What follows belongs to an exercise in optimizing a design on an open flow for small area; a production flow would make more cautious choices.
Function was checked by simulation only, so behaviour that the tests miss may differ from the original.

// pid
module pid (
	input clk,
	input res,
	input c_active,
	input kp_active,
	input ki_active,
	input kd_active,
	input inc_up,
	input inc_dn,
	input motor_rot_pulse,
	output disp_rs,
	output disp_rw,
	output disp_en,
	output display_on,
	output [7:0]disp_data,
	output [6:0]seg7_k,
	output [6:0]seg7_eq,
	output [6:0]seg7_thousands,
	output [6:0]seg7_hundreds,
	output [6:0]seg7_tens,
	output [6:0]seg7_ones,
	output velocity_command_pulse,
	output [15:0]command_speed_out
);
  function [4:0] bcd_step(input [3:0] d, input up);
    begin
      if (up) bcd_step = (d == 4'd9) ? {1'b1, 4'd0} : {1'b0, d + 4'd1};
      else    bcd_step = (d == 4'd0) ? {1'b1, 4'd9} : {1'b0, d - 4'd1};
    end
  endfunction
  reg [4:0] ui_cnt;
  wire ui_tick = (ui_cnt == 5'd15);
  reg [2:0] lc;
  reg lp;
  wire lcd_tick = lc[2] & ~lp;
  reg [9:0] lrc;
  reg lrp;
  reg [7:0] win;
  wire win_end = (win == 8'd0) & (lc == 3'd0) & ~lp;
  reg [13:0] pq;
  reg [2:0] pr;
  wire pq_end = pq[13] & pq[10] & pq[9] & pq[8] & pq[4];
  always @(posedge clk) begin
    if (!res) begin
      ui_cnt <= 5'd0;
      lc <= 3'd0; lp <= 1'b0;
  ...
Settings: LEC_CHECK=0, ABC_AREA=1, ABC_CLOCK_PERIOD_IN_PS=60000, CAP_MARGIN=20, CORE_MARGIN=2, CORE_UTILIZATION=40, SLEW_MARGIN=20, SYNTH_HIERARCHICAL=1; clock period 60.0 ns.
standard.sh (not shown) runs the stock make flow with config.mk's settings and CLKGATE_MAP_FILE= SYNTH_SCRIPT=/design/flow/synth_recipe.tcl, a recipe that flattens the netlist after the stock synthesis.
==> flow/flow/run.sh <==
#!/bin/bash
# Layout flow: the standard synthesis, then the combinational logic of the
# synthesized netlist is re-mapped by ABC for area (registers, full/half adders and
# tie cells are kept as they are), then the standard layout from the netlist on.
set -euo pipefail
HERE=$(pwd)
RES=$HERE/orfs/results/$FLOW_PLATFORM/pid/base
LIB=$FLOW_HOME/platforms/$FLOW_PLATFORM/lib/sky130_fd_sc_hd__tt_025C_1v80.lib

# 1. standard synthesis up to the Yosys netlist
bash standard.sh "$RES/1_2_yosys.v" > synth.log 2>&1
cp "$RES/1_2_yosys.v" "$HERE/1_2_yosys_standard.v"

# 2. area re-mapping of the combinational logic
DONT_USE=""
for c in $(sed -n '/^export DONT_USE_CELLS/,/^$/p' "$FLOW_HOME/platforms/$FLOW_PLATFORM/config.mk" | grep -o 'sky130_fd_sc_hd__[a-z0-9_]*'); do
  DONT_USE="$DONT_USE -dont_use $c"
done
cat > remap.abc <<'A'
strash
&get -n
&deepsyn -T 120
&put
dch -f
amap
topo
A
cat > remap.ys <<Y
read_liberty -ignore_miss_func $LIB
blackbox sky130_fd_sc_hd__dfxtp_1 sky130_fd_sc_hd__fa_1 sky130_fd_sc_hd__ha_1 sky130_fd_sc_hd__conb_1
read_verilog $HERE/1_2_yosys_standard.v
hierarchy -top $FLOW_TOP
flatten
opt_clean
abc -liberty $LIB -script $HERE/remap.abc $DONT_USE
opt_clean -purge
read_liberty -lib -ignore_miss_func $LIB
splitnets
opt_clean -purge
hilomap -singleton -hicell sky130_fd_sc_hd__conb_1 HI -locell sky130_fd_sc_hd__conb_1 LO
insbuf -buf sky130_fd_sc_hd__buf_4 A X
check -assert
tee -o $HERE/remap_stat.txt stat -liberty $LIB
write_verilog -noattr -nohex -nodec $HERE/1_2_yosys_remap.v
Y
YOSYS=$FLOW_HOME/../tools/install/yosys/bin/yosys
if "$YOSYS" -s remap.ys > remap.log 2>&1 && [[ -s "$HERE/1_2_yosys_remap.v" ]]; then
  cp "$HERE/1_2_yosys_remap.v" "$RES/1_2_yosys.v"
  touch "$RES/1_2_yosys.v"
else
  echo "remap failed; keeping the standard netlist" >> remap.log
fi

# 3. standard layout from the re-mapped netlist
bash standard.sh finish > layout.log 2>&1
Next try:
==> flow/run.sh (new file) <==
#!/bin/bash
# synth_recipe.tcl (not shown) runs the flow's synth.tcl, then flattens the netlist and writes it again
# the make line also repeats each setting of config.mk as NAME=value (left out here)
make -C /OpenROAD-flow-scripts/flow DESIGN_CONFIG=/design/flow/config.mk WORK_HOME=/design/flow/orfs CLKGATE_MAP_FILE= SYNTH_SCRIPT=/design/flow/synth_recipe.tcl finish
removed: flow/flow/run.sh
removed: flow/standard.sh
What happened:
- The new run finished with timing, DRC and antenna clean
- via count is higher by 11%
- global-route usage decreases by 2.0 points
- worst hold slack is about the same
- synthesized cell count rises by about 28%
- design area increases by about 10%
- count of clock-buffer cells in the layout goes up by 2
- final cell count grows by 21%
- routed wire length rose by 5.1%
- worst setup slack gets better by 8.3 ns
- area after synthesis rises by about 13%

========
Another version of the RTL of pid (not shown whole).
For scale: about 2700 cells after synthesis, roughly 80 I/O pins, about 23000 µm² of cells after synthesis.
==> flow/config.mk <==
export PLATFORM = sky130hd
export DESIGN_NAME = pid
export DESIGN_NICKNAME = pid
export VERILOG_FILES = /design/flow/design.v
export SDC_FILE = /design/flow/constraint.sdc
export NUM_CORES = 4
export LEC_CHECK = 0
export ABC_AREA = 1
export ABC_CLOCK_PERIOD_IN_PS = 60000
export CAP_MARGIN = 20
export CORE_MARGIN = 2
export CORE_UTILIZATION = 40
export SLEW_MARGIN = 20
export SYNTH_HIERARCHICAL = 1
==> flow/constraint.sdc <==
create_clock -name core_clock -period 60.0 [get_ports {clk}]
set_input_delay 12.0000 -clock core_clock [delete_from_list [all_inputs] [get_ports {clk}]]
set_output_delay 12.0000 -clock core_clock [all_outputs]
set_load 0.01 [all_outputs]
==> flow/flow/run.sh <==
#!/bin/bash
# Layout flow: the standard synthesis; the combinational logic of the synthesized
# netlist is then re-mapped by ABC for area (registers, full/half adders and tie cells
# are kept as they are); then the standard layout from the netlist on, with the
# ports buffered by the smallest buffer and a clock tree of small buffers without
# dummy loads. Each tool's output goes to its own log here.
set -euo pipefail
HERE=$(pwd)
RES=$HERE/orfs/results/$FLOW_PLATFORM/pid/base
LIB=$FLOW_HOME/platforms/$FLOW_PLATFORM/lib/sky130_fd_sc_hd__tt_025C_1v80.lib
YOSYS=$FLOW_HOME/../tools/install/yosys/bin/yosys

# 1. standard synthesis up to the Yosys netlist
bash standard.sh "$RES/1_2_yosys.v" > synth.log 2>&1
cp "$RES/1_2_yosys.v" "$HERE/1_2_yosys_standard.v"

# 2. area re-mapping of the combinational logic
DONT_USE=""
for c in $(sed -n '/^export DONT_USE_CELLS/,/^$/p' "$FLOW_HOME/platforms/$FLOW_PLATFORM/config.mk" | grep -o 'sky130_fd_sc_hd__[a-z0-9_]*'); do
  DONT_USE="$DONT_USE -dont_use $c"
done
cat > remap.abc <<'A'
strash
&get -n
&deepsyn -T 120
&nf -R 1000
&put
topo
A
cat > remap.ys <<Y
read_liberty -ignore_miss_func $LIB
blackbox sky130_fd_sc_hd__*df* sky130_fd_sc_hd__*dl* sky130_fd_sc_hd__*sdf* sky130_fd_sc_hd__fa_* sky130_fd_sc_hd__ha_* sky130_fd_sc_hd__conb_*
read_verilog $HERE/1_2_yosys_standard.v
hierarchy -top $FLOW_TOP
flatten
opt_clean
abc -liberty $LIB -script $HERE/remap.abc $DONT_USE
opt_clean -purge
read_liberty -lib -ignore_miss_func $LIB
splitnets
opt_clean -purge
hilomap -singleton -hicell sky130_fd_sc_hd__conb_1 HI -locell sky130_fd_sc_hd__conb_1 LO
insbuf -buf sky130_fd_sc_hd__buf_1 A X
check -assert
select -assert-none t:\$*
tee -o $HERE/remap_stat.txt stat -liberty $LIB
write_verilog -noattr -nohex -nodec $HERE/1_2_yosys_remap.v
Y
# keep the re-mapped netlist only if it has the same registers (names and cell types)
regs() { grep -oE '^ *sky130_fd_sc_hd__[a-z0-9_]*(df|dl)[a-z0-9_]* +[^ ]+' "$1" | sed 's/^ *//' | sort; }
if "$YOSYS" -s remap.ys > remap.log 2>&1 && [[ -s "$HERE/1_2_yosys_remap.v" ]] \
   && [[ "$(regs "$HERE/1_2_yosys_standard.v")" == "$(regs "$HERE/1_2_yosys_remap.v")" ]]; then
  cp "$HERE/1_2_yosys_remap.v" "$RES/1_2_yosys.v"
  touch "$RES/1_2_yosys.v"
  echo "re-mapped netlist in use" >> remap.log
else
  echo "re-mapping failed or changed the registers; keeping the standard netlist" >> remap.log
fi

# 3. standard layout from the netlist
export BUFFER_PORTS_ARGS="-buffer_cell sky130_fd_sc_hd__buf_1"
export CTS_ARGS="-sink_clustering_enable -repair_clock_nets -dont_use_dummy_load -buf_list sky130_fd_sc_hd__clkbuf_8 -sink_clustering_size 12 -sink_clustering_max_diameter 50"
bash standard.sh finish > layout.log 2>&1
Rerun with:
--- a/flow/flow/run.sh
+++ b/flow/flow/run.sh
@@ -61,3 +61,3 @@
 export BUFFER_PORTS_ARGS="-buffer_cell sky130_fd_sc_hd__buf_1"
-export CTS_ARGS="-sink_clustering_enable -repair_clock_nets -dont_use_dummy_load -buf_list sky130_fd_sc_hd__clkbuf_8 -sink_clustering_size 12 -sink_clustering_max_diameter 50"
+export CTS_ARGS="-sink_clustering_enable -repair_clock_nets -dont_use_dummy_load -buf_list sky130_fd_sc_hd__clkbuf_4"
 bash standard.sh finish > layout.log 2>&1
What happened: Via count increases by 1.1%. Die area is unchanged.

[static timing again, ports no longer ideal]
No port has a modelled driver above. Below, the same layouts with a new extraction and two added sets of constraints.
Step 1 (the two cells are an assumption about what drives the block):
set clk [get_ports {clk}]
set_driving_cell -lib_cell sky130_fd_sc_hd__clkbuf_16 $clk
set_driving_cell -lib_cell sky130_fd_sc_hd__buf_2 [delete_from_list [all_inputs] $clk]
Step 2 adds t to the input delays and takes it off the output delays; t is the mean of the earliest and latest rising clock arrival at the registers after step 1. Input paths then give back, and output paths get back, about the clock's delay inside the block.
Three values: no drivers, after step 1, after step 2; two values: the first two.
run | t, ns | setup slack, ns | hold WS [ns]
the first run of note 1 | 0.615 | 17.471 / 17.471 / 17.471 | 0.427 / 0.427 / 0.427
the second run of note 1 | 0.600 | 25.782 / 25.782 / 25.782 | 0.428 / 0.428 / 0.428
the first run of note 2 | 0.635 | 24.764 / 24.764 / 24.764 | 0.435 / 0.435 / 0.435
the second run of note 2 | 0.762 | 24.831 / 24.831 / 24.831 | 0.433 / 0.433 / 0.433
After both steps setup and hold are still met in every run listed.
